Background: an optimization exercise with open tools, aiming at small area and a short achievable clock period. Do not read the settings as production practice.
The RTL was checked by simulation tests, not by an equivalence proof against the original design.
No activity file was given, so power comes from the tool's default toggle rates.

`flow/design.v`:
```
module control_unit(
    input wire clk,
    input wire reset,
    input wire OV,
    input wire NEG,
    input wire ZR,
    input wire EQ,
    input wire GT,
    input wire LT,
    input wire [5:0] OPCODE,
    input wire [5:0] FUNCT,
    output reg PC_write,
    output reg branch,
    output reg MEM_wr,
    output reg IR_write,
    output reg A_write,
    output reg B_write,
    output reg MDR_write,
    output reg ALUReg_write,
    output reg EPC_write,
    output reg Hi_write,
    output reg Lo_write,
    output reg REG_write,
    output reg less_than,
    output reg DIV_on,
    output reg MULT_on,
    output reg div_srcA,
    output reg div_srcB,
    output reg shift_src,
    output reg Hi_src,
    output reg Lo_src,
    output reg [1:0] reg_dst,
    output reg [1:0] except,
    output reg [1:0] MEM_toMDR,
    output reg [1:0] BtoC,
    output reg [1:0] ALU_srcA,
    output reg [2:0] IorD,
    output reg [2:0] ALU_srcB,
    output reg [2:0] ALU_OP,
    output reg [2:0] PC_src,
    output reg [2:0] regOP,
    output reg [3:0] MEM_toreg,
    output reg loadA,      
    output reg minit,      
    output reg mstep,      
    output reg wsel_hi,    
    output reg wsel_mid    
);
    reg [6:0] STATE; 
    reg [6:0] COUNTER;
    reg [5:0] SHIFT_MODE;
    parameter ST_reset       = 7'd0;
    parameter ST_fetch0      = 7'd1;
    parameter ST_fetch1      = 7'd2;
    parameter ST_decode      = 7'd3;
    parameter ST_decode2     = 7'd15;
    parameter ST_noopcode    = 7'd4;
    parameter ST_overflow    = 7'd5;
    parameter ST_divzr       = 7'd6;
    parameter ST_except      = 7'd7;
    parameter ST_add         = 7'd8;
    parameter ST_sub         = 7'd9;
    parameter ST_and         = 7'd10;
    parameter ST_BREG_write  = 7'd11;
    parameter ST_BREG_write2 = 7'd12;
    parameter ST_BREG_write3 = 7'd60;
    parameter ST_BREG_write4 = 7'd61;  
    parameter ST_BREG_write5 = 7'd53;
    parameter ST_SLT         = 7'd41;
    parameter ST_SLTI        = 7'd42;
    parameter ST_SLL_SLLV    = 7'd43;
    parameter ST_SRA_SRAV    = 7'd44;
    parameter ST_SRL         = 7'd45;
    parameter ST_ShiftS      = 7'd46;
    parameter ST_ShiftImmediate = 7'd47;
    parameter ST_ShiftVariable  = 7'd48;
    parameter ST_Rte            = 7'd54;
    parameter ST_break          = 7'd55;
    parameter ST_mult           = 7'd56;
    parameter ST_mult2          = 7'd57;
    parameter ST_MFHI           = 7'd58;
    parameter ST_MFLO           = 7'd59;
    parameter ST_addi        = 7'd13;
    parameter ST_addiu       = 7'd14;
    parameter ST_lui         = 7'd22;
    parameter ST_beq         = 7'd23;
    parameter ST_bne         = 7'd24;
    parameter ST_ble         = 7'd25;
    parameter ST_bgt         = 7'd26; 
    parameter ST_load_adress = 7'd27; 
    parameter ST_MEM_read    = 7'd28;
    parameter ST_MEM_to      = 7'd29;  
    parameter ST_MEM_to_MDR1 = 7'd30;  
    parameter ST_MEM_to_MDR2 = 7'd31;  
    parameter ST_MEM_to_MDR3 = 7'd32; 
    parameter ST_REG_write   = 7'd33; 
    parameter ST_store1      = 7'd34;
    parameter ST_store2      = 7'd35;
    parameter ST_store3      = 7'd36;
    parameter ST_jump        = 7'd37;
    parameter ST_jal         = 7'd38;
    parameter ST_adress_store= 7'd39;
    parameter  ST_jr         = 7'd40;
    parameter ST_addm = 7'd49;
    parameter ST_addm2 = 7'd50;
    parameter ST_addm3 = 7'd51; 
    parameter ST_MEM_read_addm = 7'd52;
    parameter R_OPCODE    = 6'h0;
    parameter FUNCT_ADD   = 6'h20;
    parameter FUNCT_AND   = 6'h24;
    parameter FUNCT_DIV   = 6'h1a;
    parameter FUNCT_MULT  = 6'h18;
    parameter FUNCT_JR    = 6'h8;
    parameter FUNCT_MFHI  = 6'h10;
    parameter FUNCT_MFLO  = 6'h12;
    parameter FUNCT_SLL   = 6'h0;
    parameter FUNCT_SLLV  = 6'h4;
    parameter FUNCT_SLT   = 6'h2a;
    parameter FUNCT_SRA   = 6'h3;
    parameter FUNCT_SRAV  = 6'h7;
    parameter FUNCT_SRL   = 6'h2;
    parameter FUNCT_SUB   = 6'h22;
    parameter FUNCT_BREAK = 6'hd;
    parameter FUNCT_RTE   = 6'h13;
    parameter FUNCT_DIVM  = 6'h5;
    parameter ADDI   = 6'h8;
    parameter ADDIU  = 6'h9;
    parameter BEQ    = 6'h4;
    parameter BNE    = 6'h5;
    parameter BLE    = 6'h6;
    parameter BGT    = 6'h7;
    parameter ADDM   = 6'h1;
    parameter LB     = 6'h20;
    parameter LH     = 6'h21;
    parameter LUI    = 6'hf;
    parameter LW     = 6'h23;
    parameter SB     = 6'h28;
    parameter SH     = 6'h29;
    parameter SLTI   = 6'ha;
    parameter SW     = 6'h2b;
    parameter J = 6'h2; 
    parameter JAL = 6'h3; 
    reg  PC_write_c;
    reg  branch_c;
    reg  MEM_wr_c;
    reg  IR_write_c;
    reg  A_write_c;
    reg  B_write_c;
    reg  MDR_write_c;
    reg  ALUReg_write_c;
    reg  EPC_write_c;
    reg  Hi_write_c;
    reg  Lo_write_c;
    reg  REG_write_c;
    reg  less_than_c;
    reg  DIV_on_c;
    reg  MULT_on_c;
    reg  div_srcA_c;
    reg  div_srcB_c;
    reg  shift_src_c;
    reg  Hi_src_c;
    reg  Lo_src_c;
    reg [1:0] reg_dst_c;
    reg [1:0] except_c;
    reg [1:0] MEM_toMDR_c;
    reg [1:0] BtoC_c;
    reg [1:0] ALU_srcA_c;
    reg [2:0] IorD_c;
    reg [2:0] ALU_srcB_c;
    reg [2:0] ALU_OP_c;
    reg [2:0] PC_src_c;
    reg [2:0] regOP_c;
    reg [3:0] MEM_toreg_c;
    reg loadA_c, minit_c, mstep_c;
always @(posedge clk) begin
    loadA_c = (STATE == ST_decode2) && !reset;
    minit_c = (STATE == ST_mult) && (COUNTER == 7'd1) && !reset;
    mstep_c = (STATE == ST_mult) && (COUNTER >= 7'd2) && (COUNTER <= 7'd33) && !reset;
    PC_write_c     = 1'b0;
    branch_c       = 1'b0;
    MEM_wr_c       = 1'b0;
    IR_write_c     = 1'b0;
    A_write_c      = 1'b0;
    B_write_c      = 1'b0;
    MDR_write_c    = 1'b0;
    ALUReg_write_c = 1'b0;
    EPC_write_c    = 1'b0;
    REG_write_c    = 1'b0;
    Hi_write_c     = 1'b0;
    Lo_write_c     = 1'b0;
    less_than_c    = 1'b0;
    shift_src_c    = 1'b0;
    DIV_on_c       = 1'b0;
    MULT_on_c      = 1'b0;
    div_srcA_c     = 1'b0;
    div_srcB_c     = 1'b0;
    Hi_src_c       = 1'b0;
    Lo_src_c       = 1'b0;
    except_c       = 2'b00; 
    MEM_toMDR_c    = 2'b00;
    BtoC_c         = 2'b00;
    ALU_srcA_c     = 2'b00;
    reg_dst_c      = 2'b00; 
    IorD_c         = 3'b000;
    ALU_srcB_c     = 3'b000;
    ALU_OP_c       = 3'b000;
    PC_src_c       = 3'b000;
    regOP_c        = 3'b000;
    MEM_toreg_c    = 4'b0000;
    if (reset == 1'b1) begin
        STATE = ST_fetch0;
        PC_write_c     = 1'b0;
        branch_c       = 1'b0;
        MEM_wr_c       = 1'b0;
        IR_write_c     = 1'b0;
        A_write_c      = 1'b0;
        B_write_c      = 1'b0;
        MDR_write_c    = 1'b0;
        ALUReg_write_c = 1'b0;
        EPC_write_c    = 1'b0;
        Hi_write_c     = 1'b0;
        Lo_write_c     = 1'b0;
        less_than_c    = 1'b0;
        DIV_on_c       = 1'b0;
        MULT_on_c      = 1'b0;
        div_srcA_c     = 1'b0;
        div_srcB_c     = 1'b0;
        shift_src_c    = 1'b0;
        Hi_src_c       = 1'b0;
        Lo_src_c       = 1'b0;
        except_c       = 2'b00; 
        MEM_toMDR_c    = 2'b00;
        BtoC_c         = 2'b00;
        ALU_srcA_c     = 2'b00;
        IorD_c         = 3'b000;
        ALU_srcB_c     = 3'b000;
        ALU_OP_c       = 3'b000;
        PC_src_c       = 3'b000;
        regOP_c        = 3'b000;
        COUNTER = 7'b0000000;
        reg_dst_c      = 2'b10; 
        REG_write_c    = 1'b1;
        MEM_toreg_c    = 4'b0100;
    end 
    else begin
        case (STATE)
            ST_fetch0: begin
                PC_write_c     = 1'b0;
                branch_c       = 1'b0;
                IR_write_c     = 1'b0;
                A_write_c      = 1'b0;
                B_write_c      = 1'b0;
                MDR_write_c    = 1'b0;
                MEM_wr_c       = 1'b0;   
                ALUReg_write_c = 1'b0;
                EPC_write_c    = 1'b0;
                Hi_write_c     = 1'b0;
                Lo_write_c     = 1'b0;
                REG_write_c    = 1'b0;
                less_than_c    = 1'b0;
                DIV_on_c       = 1'b0;
                MULT_on_c      = 1'b0;
                div_srcA_c     = 1'b0;
                div_srcB_c     = 1'b0;
                shift_src_c    = 1'b0;
                Hi_src_c       = 1'b0;
                Lo_src_c       = 1'b0;
                reg_dst_c      = 2'b00;
                except_c       = 2'b00; 
                MEM_toMDR_c    = 2'b00;
                shift_src_c    = 2'b00;
                BtoC_c         = 2'b00;
                ALU_srcA_c     = 2'b00;   
                IorD_c         = 3'b000;  
                ALU_srcB_c     = 3'b001;  
                ALU_OP_c       = 3'b001;  
                PC_src_c       = 3'b000;
                regOP_c        = 3'b000;
                MEM_toreg_c    = 4'b0000;
                COUNTER = COUNTER + 1;
                if (COUNTER == 7'd2) begin  
                    STATE = ST_fetch1;
                end
                else begin
                    STATE = ST_fetch0;
                end
            end
            ST_fetch1:begin  
                STATE = ST_decode;      
                PC_write_c     = 1'b1;     
                branch_c       = 1'b0;
                MEM_wr_c       = 1'b0;
                IR_write_c     = 1'b1;     
                A_write_c      = 1'b0;
                B_write_c      = 1'b0;
                MDR_write_c    = 1'b0;
                ALUReg_write_c = 1'b0;
                EPC_write_c    = 1'b0;
                Hi_write_c     = 1'b0;
                Lo_write_c     = 1'b0;
                REG_write_c    = 1'b0;
                less_than_c    = 1'b0;
                DIV_on_c       = 1'b0;
                MULT_on_c      = 1'b0;
                div_srcA_c     = 1'b0;
                div_srcB_c     = 1'b0;
                shift_src_c    = 1'b0;
                Hi_src_c       = 1'b0;
                Lo_src_c       = 1'b0;
                reg_dst_c      = 2'b00;
                except_c       = 2'b00; 
                MEM_toMDR_c    = 2'b00;
                shift_src_c    = 2'b00;
                BtoC_c         = 2'b00;
                ALU_srcA_c     = 2'b00;
                IorD_c         = 3'b000;
                ALU_srcB_c     = 3'b001;
                ALU_OP_c       = 3'b001;
                PC_src_c       = 3'b000;  
                regOP_c        = 3'b000;
                MEM_toreg_c    = 4'b0000;
                COUNTER      = COUNTER + 1;
            end
            ST_decode:begin    
                STATE        = ST_decode2;   
                PC_write_c     = 1'b0;
                branch_c       = 1'b0;
                MEM_wr_c       = 1'b0;
                IR_write_c     = 1'b0;
                A_write_c      = 1'b1;  
                B_write_c      = 1'b1;  
                MDR_write_c    = 1'b0;
                ALUReg_write_c = 1'b1;
                EPC_write_c    = 1'b0;
                Hi_write_c     = 1'b0;
                Lo_write_c     = 1'b0;
                REG_write_c    = 1'b0;
                less_than_c    = 1'b0;
                DIV_on_c       = 1'b0;
                MULT_on_c      = 1'b0;
                div_srcA_c     = 1'b0;
                div_srcB_c     = 1'b0;
                shift_src_c    = 1'b0;
                Hi_src_c       = 1'b0;
                Lo_src_c       = 1'b0;
                reg_dst_c      = 2'b00;
                except_c       = 2'b00; 
                MEM_toMDR_c    = 2'b00;
                shift_src_c    = 2'b00;
                BtoC_c         = 2'b00;
                ALU_srcA_c     = 2'b00;   
                IorD_c         = 3'b000; 
                ALU_srcB_c     = 3'b001;  
                ALU_OP_c       = 3'b001;  
                PC_src_c       = 3'b000;
                regOP_c        = 3'b000;
                MEM_toreg_c    = 4'b0000;
                COUNTER = COUNTER + 1;
            end
            ST_add:begin
                STATE = ST_BREG_write;
                ALU_srcA_c = 2'b01;
                ALU_srcB_c = 3'b000;
                ALU_OP_c = 3'b001;
                ALUReg_write_c = 1'b1;
                COUNTER = COUNTER + 1;   
            end
            ST_and:begin
                STATE = ST_BREG_write;
                ALU_srcA_c = 2'b01;
                ALU_srcB_c = 3'b000;
                ALU_OP_c = 3'b011;
                ALUReg_write_c = 1'b1;
                COUNTER = COUNTER + 1;   
            end
            ST_sub:begin
                STATE = ST_BREG_write;
                ALU_srcA_c = 2'b01;
                ALU_srcB_c = 3'b000;
                ALU_OP_c = 3'b010;
                ALUReg_write_c = 1'b1;
                COUNTER = COUNTER + 1;   
            end
            ST_addm:begin
                STATE = ST_MEM_read_addm;
                ALU_srcA_c = 2'b01;
                ALU_srcB_c = 3'b010;
                ALU_OP_c = 3'b001;
                ALUReg_write_c = 1;
                COUNTER = COUNTER + 1;  
            end 
            ST_MEM_read_addm:begin
                IorD_c = 3'b001;
                MEM_wr_c = 0;
                COUNTER = COUNTER + 1;
                if (COUNTER == 7'd3) begin
                    STATE = ST_addm2;
                end else begin
                    STATE = ST_MEM_read_addm;
                end
            end
            ST_addm2:begin
                STATE = ST_addm3;
                MEM_toMDR_c = 2'b00;
                MDR_write_c = 1;
                COUNTER = COUNTER + 1;
            end
            ST_addm3:begin
                STATE = ST_BREG_write2;
                ALU_srcA_c = 2'b10;
                ALU_srcB_c = 3'b000;
                ALU_OP_c = 3'b001;
                ALUReg_write_c = 1;
                COUNTER = COUNTER + 1;
            end
            ST_mult:begin
                if (COUNTER > 7'd32) begin
                    STATE = ST_mult2;
                end else begin
                    STATE = ST_mult;
                    COUNTER = COUNTER + 1;
                end
                MULT_on_c = 1;
            end
            ST_mult2:begin
                STATE = ST_fetch0;
                MULT_on_c = 0;
                Hi_write_c = 1;
                Lo_write_c = 1;
                Hi_src_c = 1;  
                Lo_src_c = 1;
                COUNTER = 0;
            end
            ST_MFHI:begin
                STATE = ST_fetch0;
                MEM_toreg_c = 4'b0010;
                reg_dst_c = 2'b00;
                REG_write_c = 1;
                COUNTER = 0;
            end
            ST_MFLO:begin
                STATE = ST_fetch0;
                MEM_toreg_c = 4'b0011;
                reg_dst_c = 2'b00;
                REG_write_c = 1;
                COUNTER = 0;
            end
            ST_load_adress: begin   
                STATE = ST_MEM_read; 
                ALU_srcA_c = 2'b01;
                ALU_srcB_c = 3'b010;
                ALU_OP_c   = 3'b001;
                ALUReg_write_c = 1;
                COUNTER  = COUNTER + 1;  
                if (OPCODE == SW) begin
                    STATE = ST_store1;
                end else begin
                    STATE = ST_MEM_read;
                end
            end
            ST_MEM_read: begin  
                IorD_c = 3'b001;
                MEM_wr_c = 0;
                COUNTER = COUNTER + 1;
                if (COUNTER == 7'd3) begin
                    if (OPCODE == LW) begin
                    STATE = ST_MEM_to_MDR1; 
                    end else if (OPCODE == LH) begin
                        STATE = ST_MEM_to_MDR2;
                    end else if (OPCODE == LB) begin
                        STATE = ST_MEM_to_MDR3;
                    end else if (OPCODE == SH) begin
                        STATE = ST_store2;
                    end else if (OPCODE == SB)begin
                        STATE = ST_store3;
                    end else if (OPCODE == ADDM) begin
                        STATE = ST_addm2;
                    end
                end else begin  
                    STATE = ST_MEM_read;
                end
            end
            ST_MEM_to_MDR1: begin  
                STATE = ST_REG_write;
                MEM_toMDR_c = 2'b00;
                MDR_write_c = 1;
            end
            ST_MEM_to_MDR2: begin  
                STATE = ST_REG_write;
                MEM_toMDR_c = 2'b01;
                MDR_write_c = 1;
            end
            ST_MEM_to_MDR3: begin  
                STATE = ST_REG_write;
                MEM_toMDR_c = 2'b10;
                MDR_write_c = 1;
            end
            ST_REG_write: begin  
                STATE = ST_fetch0;
                COUNTER = 7'b0000000;
                MEM_toreg_c = 4'b0001;
                reg_dst_c = 2'b00;
                REG_write_c = 1;
                COUNTER = 7'd0;
            end
            ST_store1: begin  
                STATE = ST_fetch0;
                COUNTER = 7'b0000000;
                BtoC_c = 2'b00;
                IorD_c = 3'b001;
                MEM_wr_c = 1;
                COUNTER = 7'd0;
            end
            ST_store2: begin  
                STATE = ST_fetch0;
                COUNTER = 7'b0000000;
                BtoC_c = 2'b01;
                IorD_c = 3'b001;
                MEM_wr_c = 1;
                COUNTER = 7'd0;
            end
            ST_store3: begin  
                STATE = ST_fetch0;
                COUNTER = 7'b0000000;
                BtoC_c = 2'b10;
                IorD_c = 3'b001;
                MEM_wr_c = 1;
                COUNTER = 7'd0;
            end
            ST_jump: begin
                STATE = ST_fetch0;
                COUNTER = 7'b0000000;
                PC_write_c = 1;
                branch_c = 1;
                PC_src_c = 3'b010;
            end
            ST_jal: begin  
                STATE = ST_adress_store;
                ALU_srcA_c = 2'b00;
                ALU_OP_c = 3'b000;
                ALUReg_write_c = 1'b1;
                COUNTER = COUNTER + 1;
            end
            ST_adress_store: begin  
                STATE = ST_fetch0;
                COUNTER = 7'b0000000;
                MEM_toreg_c = 4'b0000;
                reg_dst_c = 2'b11;
                REG_write_c = 1;
                PC_src_c = 3'b010;
                PC_write_c = 1;
                branch_c = 1;
                COUNTER = 7'd0;
            end
            ST_jr: begin
                STATE = ST_fetch0;
                COUNTER = 7'b0000000;
                ALU_srcA_c = 2'b01;
                ALU_OP_c = 3'b000;
                PC_src_c = 3'b000;
                branch_c = 1;
                PC_write_c = 1;
                COUNTER = 7'd0;
            end
            ST_beq: begin
                ALU_srcA_c = 2'b01;
                ALU_srcB_c = 3'b000;
                ALU_OP_c = 3'b111;
                if (COUNTER == 7'd5) begin
                    STATE = ST_beq;
                    COUNTER = COUNTER + 1;
                end else begin
                    STATE = ST_fetch0;
                    COUNTER = 7'd0;
                end
                if (EQ == 1) begin
                    PC_src_c = 3'b001;
                    PC_write_c = 1;
                end
            end
            ST_bne: begin
                ALU_srcA_c = 2'b01;
                ALU_srcB_c = 3'b000;
                ALU_OP_c = 3'b111;
                if (COUNTER == 7'd5) begin
                    STATE = ST_bne;
                    COUNTER = COUNTER + 1;
                end else begin
                    STATE = ST_fetch0;
                    COUNTER = 7'd0;
                end
                if (EQ == 0) begin
                    PC_src_c = 3'b001;
                    PC_write_c = 1;
                end
            end
            ST_bgt: begin
                ALU_srcA_c = 2'b01;
                ALU_srcB_c = 3'b000;
                ALU_OP_c = 3'b111;
                if (COUNTER == 7'd5) begin
                    STATE = ST_bgt;
                    COUNTER = COUNTER + 1;
                end else begin
                    STATE = ST_fetch0;
                    COUNTER = 7'd0;
                end
                if (GT == 1) begin
                    PC_src_c = 3'b001;
                    PC_write_c = 1;
                end
            end
            ST_ble: begin
                ALU_srcA_c = 2'b01;
                ALU_srcB_c = 3'b000;
                ALU_OP_c = 3'b111;
                if (COUNTER == 7'd5) begin
                    STATE = ST_ble;
                    COUNTER = COUNTER + 1;
                end else begin
                    STATE = ST_fetch0;
                    COUNTER = 7'd0;
                end
                if (GT == 0) begin
                    PC_src_c = 3'b001;
                    PC_write_c = 1;
                end
            end
            ST_BREG_write:begin
                if (OV) begin 
                    STATE = ST_overflow;
                    COUNTER = COUNTER + 1;   
                end
                else begin
                    STATE = ST_fetch0;
                    COUNTER = 7'b0000000;
                    REG_write_c = 1'b1;
                    reg_dst_c = 2'b01;
                    MEM_toreg_c = 4'b0000;
                end
            end
            ST_BREG_write2:begin
                if(OV) begin
                    STATE = ST_overflow;     
                    COUNTER = COUNTER + 1;
                end
                else begin
                        STATE = ST_fetch0;
                        COUNTER = 7'b0000000;
                        REG_write_c = 1'b1;
                        MEM_toreg_c = 4'b0000;
                        reg_dst_c = 2'b00;
                    end
            end
            ST_SLT:begin
                STATE = ST_BREG_write4;
                ALU_srcA_c = 2'b01;
                ALU_srcB_c = 3'b000;
            end
            ST_SLTI:begin
                STATE = ST_BREG_write5;
                ALU_srcA_c = 2'b01;
                ALU_srcB_c = 3'b010;
            end
            ST_ShiftImmediate:begin
                STATE = SHIFT_MODE;
                ALU_srcB_c = 3'b000;
                shift_src_c = 1'b0;
                regOP_c = 3'b001;
            end
            ST_ShiftVariable:begin
                STATE = SHIFT_MODE;
                ALU_srcB_c = 3'b100;
                shift_src_c = 1'b1;
                regOP_c = 3'b001;
            end
            ST_SLL_SLLV:begin
                STATE = ST_ShiftS;
                regOP_c = 3'b010;
            end
            ST_SRL:begin
                STATE = ST_ShiftS;
                regOP_c = 3'b011;
            end
            ST_SRA_SRAV:begin
                STATE = ST_ShiftS;
                regOP_c = 3'b100;
            end
            ST_ShiftS:begin
                STATE = ST_fetch0;
                MEM_toreg_c = 4'b0111;
                reg_dst_c = 2'b01;
                REG_write_c = 1'b1;
                COUNTER = 0;
            end
            ST_BREG_write3:begin
                STATE = ST_fetch0;
                COUNTER = 7'b0000000;
                REG_write_c = 1'b1;
                MEM_toreg_c = 4'b0000;
                reg_dst_c = 2'b01;
           end
            ST_BREG_write4:begin
                if (LT == 1) begin
                    STATE = ST_fetch0;
                    ALU_OP_c = 3'b111;
                    MEM_toreg_c = 4'b0110;
                    reg_dst_c = 2'b01;
                    REG_write_c = 1'b1;
                end
                else begin
                    STATE = ST_fetch0;
                    ALU_OP_c = 3'b111;
                    MEM_toreg_c = 4'b0101;
                    reg_dst_c = 2'b01;
                    REG_write_c = 1'b1;
                end
                COUNTER = 0; 
            end
            ST_BREG_write5:begin
                if (LT == 1) begin
                    STATE = ST_fetch0;
                    ALU_OP_c = 3'b111;
                    MEM_toreg_c = 4'b0110;
                    reg_dst_c = 2'b00;
                    REG_write_c = 1'b1;
                end
                else begin
                    STATE = ST_fetch0;
                    ALU_OP_c = 3'b111;
                    MEM_toreg_c = 4'b0101;
                    reg_dst_c = 2'b00;
                    REG_write_c = 1'b1;
                end
                COUNTER = 0;
            end
            ST_Rte:begin
                STATE = ST_fetch0;
                COUNTER = 7'b0000000;
                PC_src_c = 3'b100;
                PC_write_c = 1;
            end 
            ST_noopcode:begin
                except_c = 2'b00;
                IorD_c = 3'b010;
                MEM_wr_c = 1'b0;
                ALU_srcA_c = 2'b00;
                ALU_srcB_c = 3'b001;
                ALU_OP_c = 3'b010;
                COUNTER = COUNTER + 1;
                if (COUNTER == 7'd1) begin
                    STATE = ST_except;
                end
                else begin  
                    STATE = ST_noopcode;
                end
            end
            ST_overflow:begin
                except_c = 2'b01;
                IorD_c = 3'b010;
                MEM_wr_c = 1'b0;
                ALU_srcA_c = 2'b00;
                ALU_srcB_c = 3'b001;
                ALU_OP_c = 3'b010;
                COUNTER = COUNTER + 1;  
                if (COUNTER == 7'd4) begin
                    STATE = ST_except;
                end
                else begin   
                    STATE = ST_overflow;
                end
            end
            ST_divzr:begin
                except_c = 2'b10;
                IorD_c = 3'b010;
                MEM_wr_c = 1'b0;
                ALU_srcA_c = 2'b00;
                ALU_srcB_c = 3'b001;
                ALU_OP_c = 3'b010;
                COUNTER = COUNTER + 1;
                if (COUNTER == 7'b0001000) begin
                    STATE = ST_except;
                end
                else begin
                    STATE = ST_divzr;
                end
            end
            ST_except:begin
                STATE = ST_fetch0;
                EPC_write_c = 1'b1;
                PC_src_c  = 3'b011;
                PC_write_c = 1'b1;
                COUNTER = 7'b0000000;
            end
            ST_addi:begin
                STATE = ST_BREG_write2; 
                ALU_srcA_c = 2'b01;
                ALU_srcB_c = 3'b010;
                ALU_OP_c = 3'b001;
                ALUReg_write_c = 1'b1;
                COUNTER = COUNTER + 1;
            end
            ST_addiu:begin
                STATE = ST_BREG_write3;
                ALU_srcA_c = 2'b01;
                ALU_srcB_c = 3'b010;
                ALU_OP_c = 3'b001;
                ALUReg_write_c = 1'b1;
                COUNTER = COUNTER + 1;
            end
            ST_lui:begin
              STATE = ST_fetch0;
              COUNTER = 7'b0000000;
              MEM_toreg_c = 4'b1000;
              reg_dst_c = 2'b00;
              REG_write_c = 1'b1;
            end
            ST_break:begin
                STATE = ST_fetch0;
                COUNTER = 7'b0000000;
                ALU_srcA_c = 2'b00;
                ALU_srcB_c = 3'b001;
                ALU_OP_c = 3'b010;
                PC_src_c = 3'b000;
                PC_write_c = 1'b1;
            end
        ST_decode2: begin
            case(OPCODE)
                R_OPCODE:begin
                    case(FUNCT)
                        FUNCT_ADD:begin
                            STATE = ST_add;
                            COUNTER = 7'b0000000;
                        end
                        FUNCT_AND:begin
                            STATE = ST_and;
                            COUNTER = 7'b0000000;
                        end
                        FUNCT_DIV:begin
                        end
                        FUNCT_MULT:begin
                            STATE = ST_mult;
                            COUNTER = 7'b0000000;
                        end
                        FUNCT_JR:begin
                            STATE = ST_jr;
                            COUNTER = 7'b0000000;
                        end
                        FUNCT_MFHI:begin
                            STATE = ST_MFHI;
                            COUNTER = 7'b0000000; 
                        end
                        FUNCT_MFLO:begin
                            STATE = ST_MFLO;
                            COUNTER = 7'b0000000;
                        end
                        FUNCT_SLL:begin
                            STATE = ST_ShiftImmediate;
                            SHIFT_MODE = ST_SLL_SLLV;
                            COUNTER = 7'b0000000;
                        end
                        FUNCT_SLLV:begin
                            STATE = ST_ShiftVariable;
                            SHIFT_MODE = ST_SLL_SLLV;
                            COUNTER = 7'b0000000;
                        end
                        FUNCT_SLT:begin
                            STATE = ST_SLT;
                        end
                        FUNCT_SRA:begin
                            STATE = ST_ShiftImmediate;
                            SHIFT_MODE = ST_SRA_SRAV;
                            COUNTER = 7'b0000000;
                        end
                        FUNCT_SRAV:begin
                            STATE = ST_ShiftVariable;
                            SHIFT_MODE = ST_SRA_SRAV;
                            COUNTER = 7'b0000000;
                        end
                        FUNCT_SRL:begin
                            STATE = ST_ShiftImmediate;
                            SHIFT_MODE = ST_SRL;
                            COUNTER = 7'b0000000;
                        end
                        FUNCT_SUB:begin
                            STATE = ST_sub;
                            COUNTER = 7'b0000000;
                        end
                        FUNCT_BREAK:begin
                            STATE = ST_break;
                            COUNTER = 7'b0000000;
                        end
                        FUNCT_RTE:begin
                            STATE = ST_Rte;
                            COUNTER = 7'b0000000;
                        end
                        FUNCT_DIVM:begin
                        end
                    endcase 
                end
                ADDI:begin
                    STATE = ST_addi;
                    COUNTER = 7'b0000000;
                end
                ADDIU:begin
                    STATE = ST_addiu;
                    COUNTER = 7'b0000000;
                end
                BEQ:begin
                    STATE = ST_beq;
                    COUNTER = COUNTER + 1;
                end
                BNE:begin
                    STATE = ST_bne;
                    COUNTER = COUNTER + 1;
                end
                BLE:begin
                    STATE = ST_ble;
                    COUNTER = COUNTER + 1;
                end
                BGT:begin
                    STATE = ST_bgt;
                    COUNTER = COUNTER + 1;
                end
                ADDM:begin
                    STATE = ST_addm;
                    COUNTER = 7'b0000000;
                end
                LB:begin
                   STATE = ST_load_adress;
                   COUNTER = 7'b0000000; 
                end
                LH:begin
                    STATE = ST_load_adress;
                    COUNTER = 7'b0000000;
                end
                LUI:begin
                    STATE = ST_lui;
                    COUNTER = 7'b0000000;
                end
                LW:begin
                    STATE = ST_load_adress;
                    COUNTER = 7'b0000000;
                end
                SB:begin
                    STATE = ST_load_adress;
                    COUNTER = 7'b0000000;
                end
                SH:begin
                    STATE = ST_load_adress;
                    COUNTER = 7'b0000000;
                end
                SLTI:begin
                    STATE = ST_SLTI;
                    COUNTER = COUNTER + 1;
                end
                SW:begin
                    STATE = ST_load_adress;
                    COUNTER = 7'b0000000;
                end
                J:begin
                    STATE = ST_jump;
                    COUNTER = 7'b0000000;
                end
                JAL:begin
                    STATE = ST_jal;
                    COUNTER = 7'b0000000;           
                end
                default:begin
                    STATE = ST_noopcode;
                    COUNTER = 7'b0000000; 
                end
            endcase
        end
        endcase
    end
    PC_write <= PC_write_c;
    branch <= branch_c;
    MEM_wr <= MEM_wr_c;
    IR_write <= IR_write_c;
    A_write <= A_write_c;
    B_write <= B_write_c;
    MDR_write <= MDR_write_c;
    ALUReg_write <= ALUReg_write_c;
    EPC_write <= EPC_write_c;
    Hi_write <= Hi_write_c;
    Lo_write <= Lo_write_c;
    REG_write <= REG_write_c;
    less_than <= less_than_c;
    DIV_on <= DIV_on_c;
    MULT_on <= MULT_on_c;
    div_srcA <= div_srcA_c;
    div_srcB <= div_srcB_c;
    shift_src <= shift_src_c;
    Hi_src <= Hi_src_c;
    Lo_src <= Lo_src_c;
    reg_dst <= reg_dst_c;
    except <= except_c;
    MEM_toMDR <= MEM_toMDR_c;
    BtoC <= BtoC_c;
    ALU_srcA <= ALU_srcA_c;
    IorD <= IorD_c;
    ALU_srcB <= ALU_srcB_c;
    ALU_OP <= ALU_OP_c;
    PC_src <= PC_src_c;
    regOP <= regOP_c;
    MEM_toreg <= MEM_toreg_c;
    loadA <= loadA_c;
    minit <= minit_c;
    mstep <= mstep_c;
    wsel_hi <= (BtoC_c == 2'b01) || (BtoC_c == 2'b10);
    wsel_mid <= (BtoC_c == 2'b10);
end
endmodule
module cpu (
    input wire clk,
    input wire reset,
    output wire [31:0] mem_addr,
    output wire        mem_wr,
    output wire [31:0] mem_wdata,
    input  wire [31:0] mem_rdata
);
    wire PC_write, MEM_wr, IR_write, A_write, B_write, MDR_write, ALUReg_write;
    wire EPC_write, Hi_write, Lo_write, REG_write, less_than, DIV_on, MULT_on;
    wire div_srcA, div_srcB, shift_src, Hi_src, Lo_src;
    wire [1:0] reg_dst, except, MEM_toMDR, BtoC, ALU_srcA;
    wire [2:0] IorD, ALU_srcB, ALU_OP, PC_src, regOP;
    wire [3:0] MEM_toreg;
    wire loadA, minit, mstep, wsel_hi, wsel_mid;
    wire OV, ZR, NEG, EQ, GT, LT;
    reg [31:0] PC, IR, A, B, ALUOut, EPC, Hi, Lo;
    reg        q;
    wire [5:0]  OPCODE = IR[31:26];
    wire [5:0]  FUNCT  = IR[5:0];
    wire [4:0]  RS     = IR[25:21];
    wire [4:0]  RT     = IR[20:16];
    wire [4:0]  RD     = IR[15:11];
    wire [15:0] IMM    = IR[15:0];
    wire [31:0] IMM_SX = {{16{IMM[15]}}, IMM};
    reg [31:0] rf [0:31];
    reg [31:0] valid;
    wire [4:0]  raddr = B_write ? RT : RS;
    wire [31:0] rdata = valid[raddr] ? rf[raddr] : 32'b0;
    reg  [4:0]  waddr;
    always @* begin
        case (reg_dst)
            2'b00: waddr = RT;
            2'b01: waddr = RD;
            2'b10: waddr = 5'd29;
            default: waddr = 5'd31;
        endcase
    end
    wire        sh_var = FUNCT[2];
    wire [31:0] sh_in  = sh_var ? A : B;
    wire [4:0]  sh_n   = sh_var ? B[4:0] : IMM[10:6];
    reg  [31:0] sh_out;
    always @* begin
        case (FUNCT[1:0])
            2'b00:   sh_out = sh_in << sh_n;
            2'b10:   sh_out = sh_in >> sh_n;
            default: sh_out = $signed(sh_in) >>> sh_n;
        endcase
    end
    reg [31:0] wdata;
    always @* begin
        case (MEM_toreg)
            4'b0000: wdata = ALUOut;
            4'b0001: wdata = A;           
            4'b0010: wdata = Hi;
            4'b0011: wdata = Lo;
            4'b0100: wdata = 32'd227;
            4'b0110: wdata = 32'd1;
            4'b0111: wdata = sh_out;
            4'b1000: wdata = {IMM, 16'b0};
            default: wdata = 32'b0;
        endcase
    end
    always @(posedge clk) begin
        if (REG_write)
            rf[waddr] <= wdata;
    end
    always @(posedge clk or posedge reset) begin
        if (reset)
            valid <= 32'b0;
        else if (REG_write)
            valid[waddr] <= 1'b1;
    end
    wire [31:0] alu_a = mstep ? Hi : (ALU_srcA == 2'b00 ? PC : A);
    reg  [31:0] alu_b;
    always @* begin
        case (ALU_srcB)
            3'b001:  alu_b = 32'd4;
            3'b010:  alu_b = IMM_SX;
            default: alu_b = B;
        endcase
    end
    wire [2:0] op = mstep ? ({Lo[0], q} == 2'b10 ? 3'b010 :
                             {Lo[0], q} == 2'b01 ? 3'b001 : 3'b000) : ALU_OP;
    wire [31:0] nb   = (op == 3'b001) ? alu_b : ~alu_b;
    wire [32:0] sum  = {1'b0, alu_a} + {1'b0, nb} + {32'b0, op[1]};
    wire [31:0] soma = sum[31:0];
    wire        c31  = soma[31] ^ alu_a[31] ^ nb[31];
    wire        ov   = sum[32] ^ c31;
    reg  [31:0] alu_s;
    always @* begin
        case (op)
            3'b000:  alu_s = alu_a;
            3'b011:  alu_s = alu_a & alu_b;
            default: alu_s = soma;
        endcase
    end
    assign OV  = ov;
    assign EQ  = (soma == 32'b0) & ~ov;
    assign LT  = (soma[31] & ~ov) | (ov & alu_a[31]);
    assign GT  = ((~soma[31] & ~ov) | (ov & ~alu_a[31])) & ~EQ;
    assign ZR  = 1'b0;
    assign NEG = 1'b0;
    always @(posedge clk) begin
        if (IR_write)
            IR <= mem_rdata;
    end
    reg [31:0] mdr_in;
    always @* begin
        case (MEM_toMDR)
            2'b01:   mdr_in = {{16{mem_rdata[15]}}, mem_rdata[15:0]};
            2'b10:   mdr_in = {{24{mem_rdata[7]}}, mem_rdata[7:0]};
            default: mdr_in = mem_rdata;
        endcase
    end
    always @(posedge clk) begin
        if (loadA)
            A <= rdata;
        else if (MDR_write)
            A <= mdr_in;
    end
    always @(posedge clk or posedge reset) begin
        if (reset)
            B <= 32'b0;
        else if (B_write)
            B <= rdata;
    end
    always @(posedge clk) begin
        if (ALUReg_write)
            ALUOut <= alu_s;
    end
    always @(posedge clk or posedge reset) begin
        if (reset)
            EPC <= 32'b0;
        else if (EPC_write)
            EPC <= PC;
    end
    reg [31:0] pc_in;
    always @* begin
        case (PC_src)
            3'b001:  pc_in = ALUOut;
            3'b010:  pc_in = {PC[31:28], IR[25:0], 2'b00};
            3'b011:  pc_in = {{24{mem_rdata[7]}}, mem_rdata[7:0]};
            3'b100:  pc_in = EPC;
            default: pc_in = alu_s;
        endcase
    end
    always @(posedge clk or posedge reset) begin
        if (reset)
            PC <= 32'b0;
        else if (PC_write)
            PC <= pc_in;
    end
    always @(posedge clk or posedge reset) begin
        if (reset) begin
            Hi <= 32'b0;
            Lo <= 32'b0;
            q  <= 1'b0;
        end else if (minit) begin
            Hi <= 32'b0;
            Lo <= A;
            q  <= 1'b0;
        end else if (mstep) begin
            Hi <= {alu_s[31], alu_s[31:1]};
            Lo <= {alu_s[0], Lo[31:1]};
            q  <= Lo[0];
        end
    end
    assign mem_addr  = (IorD == 3'b001) ? ALUOut :
                       (IorD == 3'b010) ? {30'd63, except == 2'b00 ? 2'b01 : 2'b10} :
                       PC;
    assign mem_wr    = MEM_wr;
    assign mem_wdata = {wsel_hi ? mem_rdata[31:16] : B[31:16],
                        wsel_mid ? mem_rdata[15:8] : B[15:8],
                        B[7:0]};
    control_unit CTRL(
      .clk(clk),
      .reset(reset),
      .OV(OV),
      .ZR(ZR),
      .NEG(NEG),
      .EQ(EQ),
      .GT(GT),
      .LT(LT),
      .OPCODE(OPCODE),
      .FUNCT(FUNCT),
      .PC_write(PC_write),
      .MEM_wr(MEM_wr),
      .IR_write(IR_write),
      .A_write(A_write),
      .B_write(B_write),
      .MDR_write(MDR_write),
      .ALUReg_write(ALUReg_write),
      .EPC_write(EPC_write),
      .Hi_write(Hi_write),
      .Lo_write(Lo_write),
      .REG_write(REG_write),
      .less_than(less_than),
      .DIV_on(DIV_on),
      .MULT_on(MULT_on),
      .div_srcA(div_srcA),
      .div_srcB(div_srcB),
      .shift_src(shift_src),
      .Hi_src(Hi_src),
      .Lo_src(Lo_src),
      .reg_dst(reg_dst),
      .except(except),
      .MEM_toMDR(MEM_toMDR),
      .BtoC(BtoC),
      .ALU_srcA(ALU_srcA),
      .IorD(IorD),
      .ALU_srcB(ALU_srcB),
      .ALU_OP(ALU_OP),
      .PC_src(PC_src),
      .regOP(regOP),
      .MEM_toreg(MEM_toreg),
      .loadA(loadA),
      .minit(minit),
      .mstep(mstep),
      .wsel_hi(wsel_hi),
      .wsel_mid(wsel_mid)
    );
endmodule
```
`flow/run.sh`:
```
#!/bin/bash
# synth_recipe.tcl (not shown) runs the flow's synth.tcl, then flattens the netlist and writes it again
# the make line also repeats each setting of config.mk as NAME=value (left out here)
make -C /OpenROAD-flow-scripts/flow DESIGN_CONFIG=/design/flow/config.mk WORK_HOME=/design/flow/orfs CLKGATE_MAP_FILE= SYNTH_SCRIPT=/design/flow/synth_recipe.tcl finish
```
`flow/config.mk`:
```
export PLATFORM = sky130hd
export DESIGN_NAME = cpu
export DESIGN_NICKNAME = cpu
export VERILOG_FILES = /design/flow/design.v
export SDC_FILE = /design/flow/constraint.sdc
export NUM_CORES = 4
export LEC_CHECK = 0
export CAP_MARGIN = 20
export CORE_MARGIN = 2
export CORE_UTILIZATION = 40
export SLEW_MARGIN = 20
```
`flow/constraint.sdc`:
```
create_clock -name core_clock -period 16.0 [get_ports {clk}]
set_input_delay 3.2000 -clock core_clock [delete_from_list [all_inputs] [get_ports {clk}]]
set_output_delay 3.2000 -clock core_clock [all_outputs]
set_load 0.01 [all_outputs]
```
==> results.json, run 1 <==
{
  "power_frac_seq_pct": 36.7,
  "start_util_pct": 40.31,
  "async_reset_ff_share_pct": 14.08,
  "mostFrequentLayoutCells": "edfxtp_1, nand2_1, nor2_1",
  "clock_tree_from_tritoncts": "done",
  "syn2layout_area_growth_pct": 13.20,
  "drcViolationCount": 0,
  "clock_power_share_pct": 26.1,
  "postCtsResizedCells": 0,
  "clock_sinks": 1364,
  "critPathBufInv": 2,
  "dp_wirelength_mm": 144.6,
  "first_pass_iters": 8,
  "antenna-diode-count": 0,
  "fp.dieW_microns": 409.3,
  "ctsHtreeMaxLevel": 4,
  "mappedNetlistArea_sq_um": 65690,
  "most_frequent_standard_cell_in_the_layout_excluding_fill_and_tap_cells": "edfxtp_1",
  "worst_slack_ps": 7918,
  "setup_tns_ps": 0,
  "grt_use_total_pct": 26.30,
  "synth_sequential_area_ratio_pct": 60.14,
  "number_of_clock_buffers_inserted_by_tritoncts": 145,
  "ios": 99,
  "critical_path.endpoint_type": "output port",
  "gp_congestion": 0.9881,
  "groute.layer.met3.usage_pct": 4.627,
  "detail_route.wl_per_cell_microns": 30.67,
  "worst_pin_slew_ps": 1138,
  "irDropWorstVdd_v": 0.0001886,
  "final-instance-count-excl-fill": 7312,
  "layout_min_cycle_time_ps": 8082,
  "first_pass_grt_wire_length_mm": 320.5,
  "crit_start_category": "input pin",
  "drtAntennaViolNets": 0,
  "power.static_leakage_nw": 25.46,
  "clock.fmax_mhz": 123.7,
  "critical_path_class": "in2out",
  "internal-power_mw": 7.745,
  "wl_mm": 224.3,
  "final_layout_size_suffix_gt1_share_pct": 17.21,
  "clk_latency_ps": 800,
  "cts_hold_repair.buffers": 0,
  "vias_in_the_first_global_route": 43310,
  "run_status": "complete, no violations",
  "critical_path.cell_chain": "clkdlybuf4s50_1, mux2_2, clkdlybuf4s50_1",
  "initial_antenna_violation_count": 8,
  "cts.reportedPaths.clkPinSlew_ps": 50,
  "synth-edff-count": 1123,
  "final-max-slew-violation-count": 0,
  "floorplan.die.height_microns": 409.3,
  "final_hold_viol_count": 0,
  "route.vias.total": 45600,
  "detailedRoute.firstIterationViolations": 6328,
  "crit_family": "buffers and inverters",
  "cp_data_arrival_time_ps": 4880,
  "setup_viol": 0,
  "final.fill_count": 14620,
  "route.detailed.vias_per_inst": 6.237,
  "yosysWarnings": 2,
  "place.port_buffers": 98,
  "powerDensity_nw_per_um2": 168.0,
  "global_route.peak_usage_layer": "met2",
  "layout_worst_path_cycle_share_pct": 50.51,
  "slew_headroom_pct": 24.15,
  "grt_util_met1_pct": 38.67,
  "cp_slowest_stage_delay_ps": 650,
  "postCtsSetupRepairBufs": 0,
  "synthDistinctLibCells": 93,
  "postSynth.topFlopCell": "edfxtp_1",
  "ctsRootBufferMaster": "clkbuf_16",
  "maximum_capacitance_violations": 0,
  "crit_path_top_delay_cell": "clkdlybuf4s50_1",
  "ys_ff_latch": 1364,
  "nNetsFinal": 5104,
  "p_sw_mw": 4.747,
  "maximum_fanout_encountered_on_the_critical_timing_path": 3,
  "syn_area_per_cell_sq_um": 13.12,
  "core_region_area_sq_um": 163000,
  "power_switching_share_pct": 38.00,
  "placed_instance_area_sq_um": 69660,
  "design_area_sq_um": 74360,
  "hold_path_class": "reg2reg",
  "place.detailed.instances": 7049,
  "grtUsageMet2_pct": 39.63,
  "proportion_of_power_drawn_by_combinational_gates_pct": 37.2,
  "grt_max_degree": 134,
  "dpl_worst_slack_ps": 7983,
  "clockBufferDepth": 3,
  "totalPowerFinal_mw": 12.49,
  "die-area_sq_um": 167500,
  "worst_ep_required_time_ps": 12800,
  "grt_setup_unrepaired": "false",
  "syn-instance-count": 5005,
  "maximum_clock_skew_at_final_layout_ps": 63.41,
  "grt_overflow_total": 0,
  "postSynthNetCount": 5085,
  "critPathMostFrequentCell": "clkdlybuf4s50_1",
  "placementRows": 148
}
[metal layers]
layer | wire length (microns) | vias to the layer above | part of all wire [%]
li1 | - | 19350 | -
met1 | 95970 | 23510 | 43
met2 | 100500 | 2387 | 45
met3 | 20510 | 345 | 9.1
met4 | 7313 | 4 | 3.3
met5 | 27 | - | 0.012
[cell families (layout without fill, tap and decap cells)]
kind of cell	after synthesis	count (layout)	synth area share [%]
adder cells (fa/ha/maj)	46	46	0.8990
multiplexers	614	614	15.19
AND/OR/NAND/NOR	1337	1337	8.931
AO/OA/AOI/OAI	1102	1102	10.99
flip-flops	1364	1364	60.14
XOR/XNOR	80	80	1.107
buffers and inverters	462	594	2.735
[synthesized netlist by cell type, types with 36 or more instances]
library cell	n	area, sq um
nor3_1	68	340.3
o21bai_1	44	330.3
mux2_2	142	1599
clkbuf_1	265	994.7
inv_1	92	345.3
mux4_2	292	6576
a211oi_1	70	525.5
mux2i_1	179	1792
a22o_1	47	411.6
a22oi_1	38	285.3
nor2_1	337	1265
nand2_1	600	2252
a31oi_1	65	406.6
and3_1	43	269.0
nand3_1	115	575.6
o21ai_0	257	1286
xnor2_1	43	376.6
dfrtp_1	192	4805
ha_1	44	550.5
buf_1	71	266.5
a221oi_1	36	315.3
a21oi_1	262	1311
edfxtp_1	1123	33720
dfxtp_1	49	980.9
a311oi_1	40	350.3
[metrics by stage]
step                hold slack [ps]  util (%)
floorplan                     436.2         -
global placement              452.9     42.74
detailed placement            456.6     42.75
CTS                           471.5     45.57
global route                  484.0     45.63
finish                        463.9     45.63
[sequential cells by signal, summed over array words and instances (netlist names), 3 cells and up]
signal	count
CTRL.ALU_OP	3
EPC	32
rf	1024
CTRL.PC_src	3
ALUOut	32
Lo	32
CTRL.MEM_toreg	4
Hi	31
A	32
valid	32
CTRL.COUNTER	7
CTRL.ALU_srcB	3
IR	32
CTRL.SHIFT_MODE	3
PC	32
B	32
CTRL.STATE	6
[final cells by class]
| type | count | area, sq um | area share [%] |
|---|---|---|---|
| Timing Repair Buffer | 242 | 2161 | 2.906 |
| Clock buffer | 198 | 3889 | 5.230 |
| Clock inverter | 62 | 701.9 | 0.9440 |
| Tap cell | 2175 | 2721 | 3.660 |
| Sequential cell | 1364 | 39520 | 53.15 |
| Inverter | 92 | 352.8 | 0.4745 |
| Multi-Input combinational cell | 3179 | 25020 | 33.64 |
[worst paths after layout]
kind                       cells past startpoint        endpoint  slack [ps]     startpoint
min in group asynchronous                      3           B[30]        3080          reset
setup reg to reg                              18  CTRL.PC_src[0]        9880     CTRL.mstep
setup / recovery                               3   mem_wdata[30]        7920  mem_rdata[30]
max in group asynchronous                      5         EPC[26]       10850          reset
hold reg to reg                                1       valid[29]         460      valid[29]
hold / removal                                 1       valid[29]         460      valid[29]
[power by group through the flow]
stage          sequential, mW  combinational (mW)  clock, mW
2_1_floorplan            4.49                3.00          0
3_3_place_gp             4.64                4.50          0
3_5_place_dp             4.64                4.50          0
4_1_cts                  4.57                4.52       3.31
5_1_grt                  4.60                4.96       3.45
6_report                 4.58                4.65       3.26
==> run 2: changes to the inputs <==
--- a/flow/design.v
+++ b/flow/design.v
@@ -1030,6 +1030,7 @@
     wire OV, ZR, NEG, EQ, GT, LT;
     reg [31:0] PC, IR, A, B, ALUOut, EPC, Hi, Lo;
     reg        q;
+    reg        epc_valid, hl_valid;
     wire [5:0]  OPCODE = IR[31:26];
     wire [5:0]  FUNCT  = IR[5:0];
     wire [4:0]  RS     = IR[25:21];
@@ -1040,7 +1041,17 @@
     reg [31:0] rf [0:31];
     reg [31:0] valid;
     wire [4:0]  raddr = B_write ? RT : RS;
-    wire [31:0] rdata = valid[raddr] ? rf[raddr] : 32'b0;
+    wire [7:0]  rsel = 8'b1 << raddr[2:0];
+    reg  [31:0] rgrp [0:3];
+    integer gi, gj;
+    always @* begin
+        for (gi = 0; gi < 4; gi = gi + 1) begin
+            rgrp[gi] = 32'b0;
+            for (gj = 0; gj < 8; gj = gj + 1)
+                rgrp[gi] = rgrp[gi] | (rf[gi*8+gj] & {32{rsel[gj]}});
+        end
+    end
+    wire [31:0] rdata = valid[raddr] ? rgrp[raddr[4:3]] : 32'b0;
     reg  [4:0]  waddr;
     always @* begin
         case (reg_dst)
@@ -1066,8 +1077,8 @@
         case (MEM_toreg)
             4'b0000: wdata = ALUOut;
             4'b0001: wdata = A;           
-            4'b0010: wdata = Hi;
-            4'b0011: wdata = Lo;
+            4'b0010: wdata = hl_valid ? Hi : 32'b0;
+            4'b0011: wdata = hl_valid ? Lo : 32'b0;
             4'b0100: wdata = 32'd227;
             4'b0110: wdata = 32'd1;
             4'b0111: wdata = sh_out;
@@ -1075,9 +1086,11 @@
             default: wdata = 32'b0;
         endcase
     end
+    integer wi;
     always @(posedge clk) begin
-        if (REG_write)
-            rf[waddr] <= wdata;
+        for (wi = 0; wi < 32; wi = wi + 1)
+            if (REG_write && waddr == wi)
+                rf[wi] <= wdata;
     end
     always @(posedge clk or posedge reset) begin
         if (reset)
@@ -1143,19 +1156,28 @@
         if (ALUReg_write)
             ALUOut <= alu_s;
     end
-    always @(posedge clk or posedge reset) begin
-        if (reset)
-            EPC <= 32'b0;
-        else if (EPC_write)
+    always @(posedge clk) begin
+        if (EPC_write)
             EPC <= PC;
     end
+    always @(posedge clk or posedge reset) begin
+        if (reset) begin
+            epc_valid <= 1'b0;
+            hl_valid  <= 1'b0;
+        end else begin
+            if (EPC_write)
+                epc_valid <= 1'b1;
+            if (minit)
+                hl_valid <= 1'b1;
+        end
+    end
     reg [31:0] pc_in;
     always @* begin
         case (PC_src)
             3'b001:  pc_in = ALUOut;
             3'b010:  pc_in = {PC[31:28], IR[25:0], 2'b00};
             3'b011:  pc_in = {{24{mem_rdata[7]}}, mem_rdata[7:0]};
-            3'b100:  pc_in = EPC;
+            3'b100:  pc_in = epc_valid ? EPC : 32'b0;
             default: pc_in = alu_s;
         endcase
     end
@@ -1165,12 +1187,8 @@
         else if (PC_write)
             PC <= pc_in;
     end
-    always @(posedge clk or posedge reset) begin
-        if (reset) begin
-            Hi <= 32'b0;
-            Lo <= 32'b0;
-            q  <= 1'b0;
-        end else if (minit) begin
+    always @(posedge clk) begin
+        if (minit) begin
             Hi <= 32'b0;
             Lo <= A;
             q  <= 1'b0;
==> flow/flow/run.sh (new file) <==
#!/bin/bash
# Layout flow: the standard synthesis, then the standard ORFS steps with
#  - fast buffers on the ports (buf_4 instead of the default delay-cell pick),
#  - timing repair free to change cell footprints and aiming below the 16 ns clock,
#  - smaller clock-tree buffers.
set -euo pipefail
cd "$(dirname "$0")/.."
bash standard.sh synth > flow_synth.log 2>&1
bash standard.sh \
  "BUFFER_PORTS_ARGS=-buffer_cell sky130_fd_sc_hd__buf_4" \
  MATCH_CELL_FOOTPRINT=0 \
  SETUP_SLACK_MARGIN=9.2 \
  CORE_UTILIZATION=55 \
  "CTS_BUF_LIST=sky130_fd_sc_hd__clkbuf_8" \
  CTS_CLUSTER_SIZE=24 \
  finish > flow_layout.log 2>&1
==> flow/standard.sh (new file) <==
#!/bin/bash
# synth_recipe.tcl (not shown) runs the flow's synth.tcl, then flattens the netlist and writes it again
# the make line also repeats each setting of config.mk as NAME=value (left out here)
make -C /OpenROAD-flow-scripts/flow DESIGN_CONFIG=/design/flow/config.mk WORK_HOME=/design/flow/orfs CLKGATE_MAP_FILE= SYNTH_SCRIPT=/design/flow/synth_recipe.tcl "${@:-finish}"
removed: flow/run.sh
==> run 2 against run 1 <==
Net effect: final area down 3.1%; hold slack worse by 7.5 ps; combinational power down 4.7%; final cell count down 1.2%; routed wire length up 9.3%; register-to-register slack better by 70 ps; sequential power down 4%; die area down 28%; critical path type unchanged; largest cell class unchanged.
==> results.json, run 2 <==
{
  "flip_flop_count_of_the_largest_register_all_copies_and_words_added": 1024,
  "run_status": "complete, no violations",
  "critical_path_class": "in2out",
  "grt_max_degree": 87,
  "slew_headroom_pct": 11.62,
  "crit_path_top_delay_cell": "o21ai_4",
  "async_reset_ff_share_pct": 7.174,
  "post_synth_xor_area_fraction_pct": 0.9059,
  "yosysWarnings": 4,
  "mappedNetlistArea_sq_um": 64780,
  "critical_path.endpoint_type": "output port",
  "ctsHtreeMaxLevel": 4,
  "syn-instance-count": 5449,
  "final.fill_count": 9213,
  "crit_family": "buffers and inverters",
  "final-max-slew-violation-count": 0,
  "critical_path.cell_chain": "buf_8, nand2_2, o21ai_4, buf_6",
  "synth_simple_gate_area_share_pct": 9.279,
  "maximum_fanout_encountered_on_the_critical_timing_path": 3,
  "layout_worst_path_cycle_share_pct": 43.02,
  "cts_hold_repair.buffers": 0,
  "grt_overflow_total": 0,
  "power.static_leakage_nw": 25.01,
  "most_frequent_standard_cell_in_the_layout_excluding_fill_and_tap_cells": "edfxtp_1",
  "powerDensity_nw_per_um2": 162.1,
  "grt_use_total_pct": 40.01,
  "hold_path_class": "reg2reg",
  "detailedRoute.firstIterationViolations": 7941,
  "vias_in_the_first_global_route": 47710,
  "grt_setup_unrepaired": "true",
  "final_layout_size_suffix_gt1_share_pct": 14.47,
  "core_region_area_sq_um": 116500,
  "synthDominantAreaCellType": "edfxtp_1",
  "syn2layout_area_growth_pct": 11.20,
  "clock_sinks": 1366,
  "maximum_clock_skew_at_final_layout_ps": 68.88,
  "dp_wirelength_mm": 152.8,
  "synth_most_common_cell": "edfxtp_1",
  "postSynth.topFlopCell": "edfxtp_1",
  "synth_top_family_by_area": "compound AO/OA/AOI/OAI gates",
  "route.detailed.vias_per_inst": 7.015,
  "place.port_buffers": 98,
  "clock_tree_from_tritoncts": "done",
  "layout_min_cycle_time_ps": 6883,
  "worst_ep_required_time_ps": 12800,
  "synthDominantCellAreaShare_pct": 55.03,
  "clk_latency_ps": 1000,
  "worstSetupPathDepth": 4,
  "ys_ff_latch": 1366,
  "synth_mux_area_share_pct": 5.779,
  "timing.reg2reg.worst_path_depth": 15,
  "cp_data_arrival_time_ps": 3680,
  "number_of_clock_buffers_inserted_by_tritoncts": 215,
  "cp_slowest_stage_delay_ps": 140,
  "irDropWorstVdd_v": 0.0001332,
  "syn_area_per_cell_sq_um": 11.89,
  "drcViolationCount": 0,
  "critPathBufInv": 2,
  "timing.hold.ws_ps": 456.4,
  "register_area_sq_um": 39730,
  "ios": 99,
  "first_pass_grt_wire_length_mm": 346.3,
  "first_pass_iters": 10,
  "synthDistinctLibCells": 99,
  "synth-edff-count": 1187,
  "post-route-util_pct": 61.82,
  "placementRows": 125,
  "synth_compound_area_share_pct": 18.52,
  "initial_antenna_violation_count": 8,
  "holdPathStages": 1,
  "start_util_pct": 55.59,
  "mostFrequentLayoutCells": "edfxtp_1, nand2_1, a21oi_1",
  "maximum_capacitance_violations": 0,
  "wl_mm": 245.1,
  "ctsRootBufferMaster": "clkbuf_8",
  "drtAntennaViolNets": 0,
  "clock.fmax_mhz": 145.3,
  "detail_route.wl_per_cell_microns": 33.94,
  "post_synth_main_area_contributors": "edfxtp_1, dfrtp_1, nand2_1",
  "gp_congestion": 1.032,
  "setup_tns_ps": 0,
  "synth_common_cells": "edfxtp_1, nand2_1, a21oi_1, nor2_1, o21ai_0",
  "setup_viol": 0,
  "top_register": "rf",
  "route.vias.total": 50660,
  "die-area_sq_um": 120500,
  "clockBufferDepth": 3,
  "floorplan.die.height_microns": 347.2,
  "worst_pin_slew_ps": 1317,
  "multi_input_area_sq_um": 23680,
  "postSynthNetCount": 5532,
  "synthAdderAreaFrac_pct": 0.9697,
  "fp.dieW_microns": 347.2,
  "nNetsFinal": 5599,
  "crit_start_category": "input pin",
  "final_hold_viol_count": 0,
  "synth_sequential_area_ratio_pct": 61.32,
  "cts.reportedPaths.clkPinSlew_ps": 60
}
[run 2: power by group]
part | internal, mW | switching, mW
clock network | 1.41 | 1.44
logic | 1.42 | 3.00
registers | 4.20 | 0.198
[run 2: timing repair]
| item | CTS | global route |
|---|---|---|
| gates resized for setup | 69 | 5 |
| setup endpoints to repair | 24 | 21 |
| setup buffers | 4 | 0 |
[run 2: final cells by class]
class / instances / share of cell area (%)
multi-input cells: 3560 / 32.88
repair buffers: 275 / 3.097
inverters: 98 / 0.5141
well taps: 1524 / 2.647
flip-flops and latches: 1366 / 55.15
clock buffers: 220 / 4.204
diodes: 4 / 0.01390
clock inverters: 175 / 1.492
[run 2: stage by stage]
step / area, sq um / total power [mW] / setup slack [ps] / std cells
floorplan: 64780 / 7.148 / 9325 / 5449
global placement: 67570 / 8.742 / 8858 / 6816
detailed placement: 67580 / 8.729 / 8864 / 6816
CTS: 71950 / 11.56 / 9139 / 7215
global route: 72030 / 12.08 / 9131 / 7220
finish: 72030 / 11.68 / 9117 / 7222
[run 2: layer usage]
metal / share of wire [%] / track usage [%]
met5: 0.025 / 0
met4: 6.2 / 22.09
met3: 12 / 8.470
met2: 45 / 61.97
met1: 37 / 52.89
[run 2: logic make-up after synthesis]
family                     Yosys count
DFF                               1366
AOI/OAI and AO/OA                 1781
adders and majority gates           49
xor gates and xnor gates            67
muxes                              328
buffers and inverters              523
and+or+nand+nor                   1335
[run 2: worst reg2reg max path: stages, from the launching register on]
cell	delay, ps
dfxtp_4	610
nand2b_1	180
o32a_2	130
buf_4	500
xor2_1	190
fa_1	500
nand3b_1	220
a21oi_1	750
o21ai_1	280
nand2_1	110
o21ai_0	120
xnor2_1	500
xor2_1	1010
a21oi_2	320
or3b_1	420
a21oi_1	130
[run 2: path summary, 6_finish.rpt]
kind	slack [ps]	endpoint	startpoint
setup reg to reg	9950	CTRL.COUNTER[0]	CTRL.mstep
hold / removal	460	valid[14]	valid[14]
max in group asynchronous	11770	B[27]	reset
min in group asynchronous	2420	B[0]	reset
hold reg to reg	460	valid[14]	valid[14]
setup / recovery	9120	mem_wdata[30]	mem_rdata[30]
==> run 3: changes to the inputs <==
--- a/flow/design.v
+++ b/flow/design.v
@@ -1061,16 +1061,23 @@
             default: waddr = 5'd31;
         endcase
     end
-    wire        sh_var = FUNCT[2];
-    wire [31:0] sh_in  = sh_var ? A : B;
-    wire [4:0]  sh_n   = sh_var ? B[4:0] : IMM[10:6];
-    reg  [31:0] sh_out;
+    wire        sh_var  = FUNCT[2];
+    wire [31:0] sh_in   = sh_var ? A : B;
+    wire [4:0]  sh_n    = sh_var ? B[4:0] : IMM[10:6];
+    wire        sh_left = ~FUNCT[1];
+    wire        sh_fill = FUNCT[0] & sh_in[31];
+    reg  [31:0] sh_rin, sh_out;
+    wire [31:0] sh_r;
+    integer si;
     always @* begin
-        case (FUNCT[1:0])
-            2'b00:   sh_out = sh_in << sh_n;
-            2'b10:   sh_out = sh_in >> sh_n;
-            default: sh_out = $signed(sh_in) >>> sh_n;
-        endcase
+        for (si = 0; si < 32; si = si + 1)
+            sh_rin[si] = sh_left ? sh_in[31-si] : sh_in[si];
+    end
+    wire [63:0] sh_ext = {{32{sh_fill}}, sh_rin};
+    assign sh_r = sh_ext >> sh_n;
+    always @* begin
+        for (si = 0; si < 32; si = si + 1)
+            sh_out[si] = sh_left ? sh_r[31-si] : sh_r[si];
     end
     reg [31:0] wdata;
     always @* begin
==> flow/flow/run.sh (replaced) <==
#!/bin/bash
# Layout flow: the standard synthesis, then the standard ORFS steps with
#  - fast buffers on the ports (buf_4 instead of the default delay-cell pick),
#  - timing repair free to change cell footprints and aiming below the 16 ns clock,
#  - a clock tree of clkbuf_8 leaf buffers driving up to 16 flip-flops, no dummy loads.
set -euo pipefail
cd "$(dirname "$0")/.."
bash standard.sh synth > flow_synth.log 2>&1
bash standard.sh \
  "BUFFER_PORTS_ARGS=-buffer_cell sky130_fd_sc_hd__buf_4" \
  MATCH_CELL_FOOTPRINT=0 \
  SETUP_SLACK_MARGIN=9.2 \
  CORE_UTILIZATION=55 \
  "CTS_ARGS=-sink_clustering_enable -repair_clock_nets -sink_clustering_size 16 -sink_clustering_max_diameter 70 -buf_list sky130_fd_sc_hd__clkbuf_8 -dont_use_dummy_load" \
  finish > flow_layout.log 2>&1
==> run 3 against run 2 <==
Net effect: setup slack better by 13 ps; via count is 8.0% lower; non-clock buffer count is 8 lower; area after synthesis is 3.1% lower; synthesized cell count down 6.2%; count of clock-buffer cells in the layout down 115; largest power group unchanged; highest routed layer unchanged.
==> results.json, run 3 <==
{
  "run_status": "complete, no violations",
  "final-max-slew-violation-count": 0,
  "post_synth_main_area_contributors": "edfxtp_1, dfrtp_1, a22oi_1",
  "irDropWorstVdd_v": 0.0001968,
  "worst_pin_slew_ps": 1230,
  "syn-instance-count": 5110,
  "holdPathStages": 1,
  "synth_common_cells": "edfxtp_1, nand2_1, a21oi_1, nor2_1, clkbuf_1",
  "route.detailed.vias_per_inst": 7.047,
  "place.port_buffers": 98,
  "post-route-util_pct": 59.97,
  "grt_use_total_pct": 38.34,
  "cts.reportedPaths.clkPinSlew_ps": 80,
  "critical_path.endpoint_type": "output port",
  "async_reset_ff_share_pct": 7.174,
  "most_frequent_standard_cell_in_the_layout_excluding_fill_and_tap_cells": "edfxtp_1",
  "clock_tree_from_tritoncts": "done",
  "worst_ep_required_time_ps": 12800,
  "synth_most_common_cell": "edfxtp_1",
  "grt_setup_unrepaired": "true",
  "worst_hold_path.endpoint": "valid[18]",
  "hold_path_class": "reg2reg",
  "detail_route.wl_per_cell_microns": 34.38,
  "wl_mm": 227.4,
  "timing.hold.ws_ps": 464.7,
  "initial_antenna_violation_count": 6,
  "setup_tns_ps": 0,
  "synth-edff-count": 1187,
  "final_layout_size_suffix_gt1_share_pct": 13.57,
  "ios": 99,
  "powerDensity_nw_per_um2": 156.9,
  "first_pass_grt_wire_length_mm": 320.4,
  "floorplan.die.height_microns": 341.8,
  "drcViolationCount": 0,
  "number_of_clock_buffers_inserted_by_tritoncts": 105,
  "mostFrequentLayoutCells": "edfxtp_1, nand2_1, a21oi_1",
  "route.vias.total": 46610,
  "postSynthNetCount": 5193,
  "synth_sequential_area_ratio_pct": 63.30,
  "crit_start_category": "input pin",
  "grt_max_degree": 77,
  "maximum_clock_skew_at_final_layout_ps": 124.2,
  "synthDominantCellAreaShare_pct": 56.81,
  "final.fill_count": 9083,
  "syn_area_per_cell_sq_um": 12.28,
  "dp_wirelength_mm": 145.8,
  "first_pass_iters": 8,
  "detailedRoute.firstIterationViolations": 7056,
  "ys_ff_latch": 1366,
  "fp.dieW_microns": 341.8,
  "final_hold_viol_count": 0,
  "slew_headroom_pct": 17.63,
  "top_register": "rf",
  "clock.fmax_mhz": 145.5,
  "power.static_leakage_nw": 22.89,
  "yosysWarnings": 4,
  "die-area_sq_um": 116800,
  "flip_flop_count_of_the_largest_register_all_copies_and_words_added": 1024,
  "core_region_area_sq_um": 112800,
  "grt_overflow_total": 0,
  "clock_sinks": 1366,
  "ctsHtreeMaxLevel": 3,
  "nNetsFinal": 5193,
  "setup.reg_to_reg.worst_slack_ps": 9780,
  "layout_min_cycle_time_ps": 6871,
  "layout_worst_path_cycle_share_pct": 42.94,
  "gp_congestion": 1.027,
  "vias_in_the_first_global_route": 42790,
  "postSynth.topFlopCell": "edfxtp_1",
  "syn2layout_area_growth_pct": 7.819,
  "cp_data_arrival_time_ps": 3670,
  "timing.reg2reg.worst_path_depth": 16,
  "ctsRootBufferMaster": "clkbuf_8",
  "maximum_capacitance_violations": 0,
  "synthDistinctLibCells": 85,
  "drtAntennaViolNets": 0,
  "mappedNetlistArea_sq_um": 62750,
  "critical_path_class": "in2out",
  "clockBufferDepth": 3,
  "cts_hold_repair.buffers": 0,
  "clk_latency_ps": 870,
  "maximum_fanout_encountered_on_the_critical_timing_path": 2,
  "r2r_start": "CTRL.mstep",
  "synthDominantAreaCellType": "edfxtp_1",
  "rr_endpoint": "CTRL.COUNTER[1]",
  "start_util_pct": 55.62,
  "hold_path.startpoint": "valid[18]",
  "placementRows": 123,
  "setup_viol": 0
}
run 3: worst max-delay path, stage by stage:
cell    delay, ps
buf_6          90
mux2_4        250
buf_6         120
run 3: final cells by class:
class                      count  area, sq um  area share, %
tap                         1500         1877          2.774
sequential                  1366        39730          58.72
clock buffer                 105         1445          2.136
timing repair buffer         267         2140          3.163
multi-input combinational   3273        22080          32.64
antenna                        6        15.01        0.02219
inverter                      97        366.6         0.5419
run 3: how the worst max path moves through the flow:
| stage | startpoint | to | slack, ps | cells after the start |
|---|---|---|---|---|
| final | mem_rdata[12] | mem_wdata[12] | 9130 | 3 |
| after global routing | mem_rdata[8] | mem_wdata[8] | 9110 | 4 |
| after global placement | mem_rdata[26] | mem_wdata[26] | 8890 | 4 |
| after CTS | mem_rdata[12] | mem_wdata[12] | 9130 | 3 |
| after detailed placement | mem_rdata[26] | mem_wdata[26] | 8890 | 4 |
| after floorplan | mem_rdata[12] | mem_wdata[12] | 9320 | 1 |
run 3: stage by stage:
stage | cells | worst slack [ps] | total power, mW | area (sq um)
after detailed placement | 6494 | 8886 | 8.802 | 65810
after floorplan | 5110 | 9325 | 7.129 | 62750
after global placement | 6494 | 8885 | 8.816 | 65780
after CTS | 6604 | 9130 | 10.47 | 67500
after global routing | 6610 | 9112 | 11.00 | 67640
final | 6614 | 9129 | 10.61 | 67650
run 3: power by group:
group          switching (mW)  total [mW]  internal, mW
Clock                    1.11        1.69         0.583
Combinational            3.04        4.49          1.45
Sequential              0.236        4.43          4.19
Total                    4.39        10.6          6.23
run 3: cell families (layout without fill, tap and decap cells):
kind of cell	after synthesis	after routing	synth area share, %
AOI/OAI and AO/OA	1581	1581	16.87
buffers and inverters	471	469	2.881
xor gates and xnor gates	70	70	0.9771
DFF	1366	1366	63.30
adders and majority gates	49	49	1.001
and+or+nand+nor	1260	1260	8.874
muxes	313	313	6.100
other	0	6	0
run 3: repair_timing:
action	in CTS	in global routing
endpoints found under the setup margin	19	24
gates resized for setup	60	33
setup buffers	5	3
run 3: metal layers:
metal / part of all wire, % / vias to the layer above / global-route usage, %
met1: 38 / 23400 / 52.68
met5: 0.018 / - / 0
met4: 5.9 / 6 / 19.36
met2: 45 / 3054 / 59.24
met3: 11 / 536 / 6.600
li1: - / 19610 / -

re-timing with driven ports:
No port has a modelled driver above. Below, the same layouts with a new extraction and two added sets of constraints.
Step 1 sets driving cells, clkbuf_16 on the clock port and buf_2 on the other inputs (assumed; they add their load-dependent delay and slew).
Step 2 adds t to the input delays and takes it off the output delays; t is the mean of the earliest and latest rising clock arrival at the registers after step 1. Input paths then give back, and output paths get back, about the clock's delay inside the block.
Three values: ideal ports, drivers, drivers and shift; two values: the first two.
| run | t, ns | setup WS [ns] | worst setup path after step 2 | worst register clock-pin slew, ns |
|---|---|---|---|---|
| run 1 | 0.843 | 7.918 / 7.895 / 7.895 | input to output | 0.07 / 0.07 |
| run 2 | 1.026 | 9.117 / 9.065 / 9.065 | input to output | 0.07 / 0.07 |
| run 3 | 0.880 | 9.129 / 9.092 / 9.092 | input to output | 0.12 / 0.12 |
After both steps every run listed still meets setup and hold. For run 2, which loses most, drivers alone change the setup slack by -0.052 ns; drivers and shift together by -0.052 ns.
